Context: an optimization exercise on an open-source flow, tuned for small area, a short achievable clock period and few clock cycles per item. The choices shown serve that exercise and are no tape-out recipe. Function was not checked in any run shown here: the RTL went through the layout flow alone. No activity file was given, so power comes from the tool's default toggle rates.

==> flow/design.v, too long to show whole: its modules and the start of the top module <==
// module tag: 1257 lines
// module rsdp_tag: 29 lines
module rsdp_tag (
   input          clk,
   input          rst,
   input          start,
   input          csel,
   input          ssel,
   input  [237:0] b,
   input  [237:0] a,
   input  [135:0] y,
   input  [135:0] x,
   input  [6:0]   e,
   output         ready,
   output         done,
   output [6:0]   u
);
  // ...
==> flow/flow/run.sh <==
#!/bin/bash
# Standard ORFS layout (the standard.sh, unchanged synthesis), with the
# port buffers that global placement inserts made from buf_1 cells instead of
# the default delay buffers. Every input and output port still gets a buffer.
set -euo pipefail
export BUFFER_PORTS_ARGS="-buffer_cell sky130_fd_sc_hd__buf_1"
bash standard.sh > orfs_make.log 2>&1
==> flow/standard.sh <==
#!/bin/bash
# synth_recipe.tcl (not shown) runs the flow's synth.tcl, then flattens the netlist and writes it again
# the make line also repeats each setting of config.mk as NAME=value (left out here)
make -C /OpenROAD-flow-scripts/flow DESIGN_CONFIG=/design/flow/config.mk WORK_HOME=/design/flow/orfs CLKGATE_MAP_FILE= SYNTH_SCRIPT=/design/flow/synth_recipe.tcl "${@:-finish}"
==> flow/config.mk <==
export PLATFORM = sky130hd
export DESIGN_NAME = rsdp_tag
export DESIGN_NICKNAME = rsdp_tag
export VERILOG_FILES = /design/flow/design.v
export SDC_FILE = /design/flow/constraint.sdc
export NUM_CORES = 4
export LEC_CHECK = 0
export CAP_MARGIN = 20
export CORE_MARGIN = 2
export CORE_UTILIZATION = 35
export SLEW_MARGIN = 20
==> flow/constraint.sdc <==
create_clock -name core_clock -period 8.0 [get_ports {clk}]
set_input_delay 1.6000 -clock core_clock [delete_from_list [all_inputs] [get_ports {clk}]]
set_output_delay 1.6000 -clock core_clock [all_outputs]
set_load 0.01 [all_outputs]
==> flow_summary.toml, run 1 <==
[pwr]
p_leak_nw = 14.5
power_leader = "combinational cells"
total_power_mw = 16.4
pg_clk_mw = 1.70

[critical_path]
worstReg2RegEnd = "core.q2_0_0"
cp_common_cell = "fa_1"

[logic_synthesis]
synthTopCellsByCount = "952 x mux2i_1, 371 x inv_1, 283 x dfxtp_1"
synth.distinct_cells = 30
synth_flop_cell = "dfxtp_1"

[timing]
timing.final.crit_share_pct = 48.2
worst_pin_slew_ns = 0.880
finalSetupViolCount = 0
skew_ns = 0.0243
finalMaxSlewViolations = 0
hold_violations = 0

[routing]
wl_per_cell_um = 18.3

[finish]
comb.multi_input.count = 1607
nClkBuffers = 40
largest_register_ffs = 7
final_cell_area_um2 = 31400
clockNetworkAreaShare_pct = 3.95
multi_input_area_share_pct = 60.1
sh_seq_area_pct = 18.1

[grt]
grt_max_degree = 98
busiest_layer = "met2"

[run]
cap_violations = 0

[hold_path]
hp-class = "flip-flop to flip-flop"
min_to = "vld[1]"
min_from = "vld[0]"

[place]
dp.cells = 4011
portBuffers = 767

[status]
status = "finished clean"
==> inputs of run 2 (changes only) <==
--- a/flow/config.mk
+++ b/flow/config.mk
@@ -9,3 +9,4 @@
 export CORE_MARGIN = 2
 export CORE_UTILIZATION = 35
+export SETUP_SLACK_MARGIN = 4.5
 export SLEW_MARGIN = 20
==> run 2 against run 1 <==
  * Routed wire length is 0.37% lower
  * Setup slack gained 0.16 ns
  * Sequential power about the same
  * Largest power group unchanged
  * Highest routed layer is now met4
==> flow_summary.toml, run 2 <==
[status]
status = "finished clean"

[timing]
fmax_mhz = 271
finalMaxSlewViolations = 0
skew_ns = 0.0278
timing.final.crit_share_pct = 46.2
whs_ns = 0.439
fin_crit_ns = 3.69
fin_tns_setup_ns = 0
finalSetupViolCount = 0
rsz0062_at_grt = "yes"
max-slew-margin-rel_pct = 33.0
worst_pin_slew_ns = 1.00
hold_violations = 0
layout_setup_ws_ns = 4.31

[routing]
vias = 18463
drt_iter0_markers = 572
vias_per_cell = 4.53
drt.antenna.violating_nets = 0
firstDrtPassIters = 4
wl_per_cell_um = 18.2
drt_wl_total_um = 74300
drc_errors = 0

[logic_synthesis]
synth_compound_area_share_pct = 0.480
synthCells = 2375
ys_seq_area_share_pct = 21.3
synth_nets = 3373
synthTopCellsByArea = "mux2i_1 36%, dfxtp_1 21%, fa_1 17%, xnor2_1 8.0%, mux2i_4 5.4%"
synthXorXnorAreaFrac_pct = 8.07
ys_ff_latch = 283
synth_area_per_cell_um2 = 11.2
synth_flop_cell = "dfxtp_1"
synth_top_cell_area_share_pct = 35.9
synth_top_family_by_area = "multiplexers"
synth_most_common_cell = "mux2i_1"
synthSimpleGateAreaFrac_pct = 0.315
ys_async_sr_fraction_pct = 0
synth.distinct_cells = 30
syn_area_um2 = 26600
synth_area_leader_cell = "mux2i_1"
synth_edf_count = 0
yosysWarnings = 2
synth_adder_area_share_pct = 17.7
synthTopCellsByCount = "952 x mux2i_1, 371 x inv_1, 283 x dfxtp_1"
synthMuxAreaShare_pct = 44.4

[hold_path]
hp-class = "flip-flop to flip-flop"

[finish]
layout_commonest_cell = "mux2i_1"
layout_common_cells = "952 x mux2i_1, 765 x buf_1, 297 x inv_1, 256 x dfxtp_1, 243 x xnor2_1"
top_regs = "core.ur x7, vld x3"
nets = 4067
largest_register_ffs = 7
instances_no_fill = 4076
syn2layout_area_growth_pct = 18.6
drive_gt1_share_pct = 12.4
regMostFlops = "core.ur"

[place]
dpl_worst_slack_ns = 3.76
gp_congestion = 0.872
dp.cells = 4011
dp_hpwl_um = 65900
portBuffers = 767

[critical_path]
worstPathArrival_ns = 4.19
critPathLaunchType = "flip-flop"
crit_family = "adder cells"
cp_slowest_cell = "fa_2"
crit_fanout = 1
crit_chain = "fa_2, inv_2, fa_2, inv_2, fa_2, fa_1, inv_2, fa_2, inv_2, fa_2"
path_buf_inv = 4
critPathCaptureType = "flip-flop"
cp_common_cell = "fa_2"
worst-setup-path-type = "flip-flop to flip-flop"
cpPeakStageDelay_ns = 0.62
worstPathRequired_ns = 8.50

[clock_tree]
ctsHoldBuffers = 0
cts.clk_slew.worst_paths_ns = 0.06
cts_root_buf = "clkbuf_16"
htreeDepth = 2
clk_path_buf_depth = 3
clkLatencyLatePin_ns = 0.55
cts.sinks = 283
postCtsSetupBuffers = 0
cts_buffers = 34
cts_tree = "built"

[grt]
track_usage_pct = 18.5
grt_first_pass_wirelength_um = 110000
antenna_found_initial = 4
grt_pass1_vias = 19565
grt_max_degree = 106
overflow = 0

[pwr]
p_int_mw = 9.00
power_density_nw_per_um2 = 553
p_clk_share_pct = 8.9
total_power_mw = 17.4
irDropWorstVdd_v = 0.000718
power_frac_seq_pct = 14.1
p_leak_nw = 14.3
p_comb_share_pct = 77.1
p_sw_mw = 8.43
switching_share_pct = 48.4

[die]
fp.coreArea_um2 = 75600
initial_core_util_pct = 35.2
fp.dieH_um = 280
ios = 769
row_count = 101
die_x_um = 280
dieArea_um2 = 78200

[run]
cap_violations = 0
==> run 2: cell type report <==
| class | count | area (um2) |
|---|---|---|
| clock buffer | 42 | 942 |
| timing repair buffer | 772 | 2990 |
| multi-input combinational | 1607 | 19100 |
| sequential | 283 | 5710 |
| inverter | 371 | 1390 |
| tap | 978 | 1220 |
| antenna | 4 | 10.0 |
| fill | 7470 | 44100 |
| clock inverter | 19 | 186 |
==> run 2: repair_timing <==
action / CTS / global route
setup endpoints to repair: 45 / 28
gates resized for setup: 108 / 76
pin swaps: 42 / 51
==> run 2: final timing paths <==
| path | cells after the start | start | to | slack (ns) |
|---|---|---|---|---|
| setup / recovery | 10 | core.q1_2_25 | core.q2_3_3 | 4.31 |
| hold / removal | 1 | vld[0] | vld[1] | 0.44 |
| setup reg to reg | 10 | core.q1_2_25 | core.q2_3_3 | 4.31 |
| hold reg to reg | 1 | vld[0] | vld[1] | 0.44 |
==> run 2: through the flow <==
stage,util (%),cell area [um2]
6_report,41.7,31500
5_1_grt,41.7,31500
4_1_cts,41.6,31400
3_5_place_dp,39.9,30100
3_3_place_gp,39.9,30100
2_1_floorplan,-,26600
==> run 2: power by group through the flow <==
| stage | Clock [mW] | Combinational, mW | Sequential, mW |
|---|---|---|---|
| 6_report | 1.55 | 13.4 | 2.45 |
| 5_1_grt | 1.66 | 15.2 | 2.50 |
| 4_1_cts | 1.61 | 13.3 | 2.45 |
| 3_5_place_dp | 0 | 12.6 | 2.47 |
| 3_3_place_gp | 0 | 12.2 | 2.48 |
| 2_1_floorplan | 0 | 8.54 | 2.39 |
==> run 2: logic make-up after synthesis <==
logic type               Yosys count
XOR/XNOR                         245
adder cells (fa/ha/maj)          238
AND/OR/NAND/NOR                   15
buffers and inverters            485
flip-flops                       283
other                              1
AO/OA/AOI/OAI                     20
multiplexers                    1088
==> run 2: metal layers <==
metal  share of wire [%]  global-route usage (%)  wire [um]
met4                 2.4                    5.02       1800
met2                  50                    32.9      37100
met5                   0                       0          0
met1                  44                    23.4      32600
met3                 3.8                    2.40       2820

[port drivers added, routing unchanged]
No port has a modelled driver above. Below, the same layouts with a new extraction and two added sets of constraints.
Step 1, drivers: a clkbuf_16 drives clk and a buf_2 each remaining input, both assumed.
Step 2, shift: input delay + t, output delay - t, t = (earliest + latest rising clock arrival at the registers) / 2. This alone moves slack from input paths to output paths.
a / b / c = ideal / step 1 / step 2; a / b = the first two.
| run | t (ns) | setup WS [ns] | worst setup path at the end |
|---|---|---|---|
| run 1 | 0.595 | 4.141 / 4.141 / 3.723 | input to register |
| run 2 | 0.599 | 4.306 / 4.306 / 4.076 | input to register |
After both steps every run listed still meets setup and hold. For run 1, which loses most, drivers alone change the setup slack by 0.000 ns; drivers and shift together by -0.418 ns.
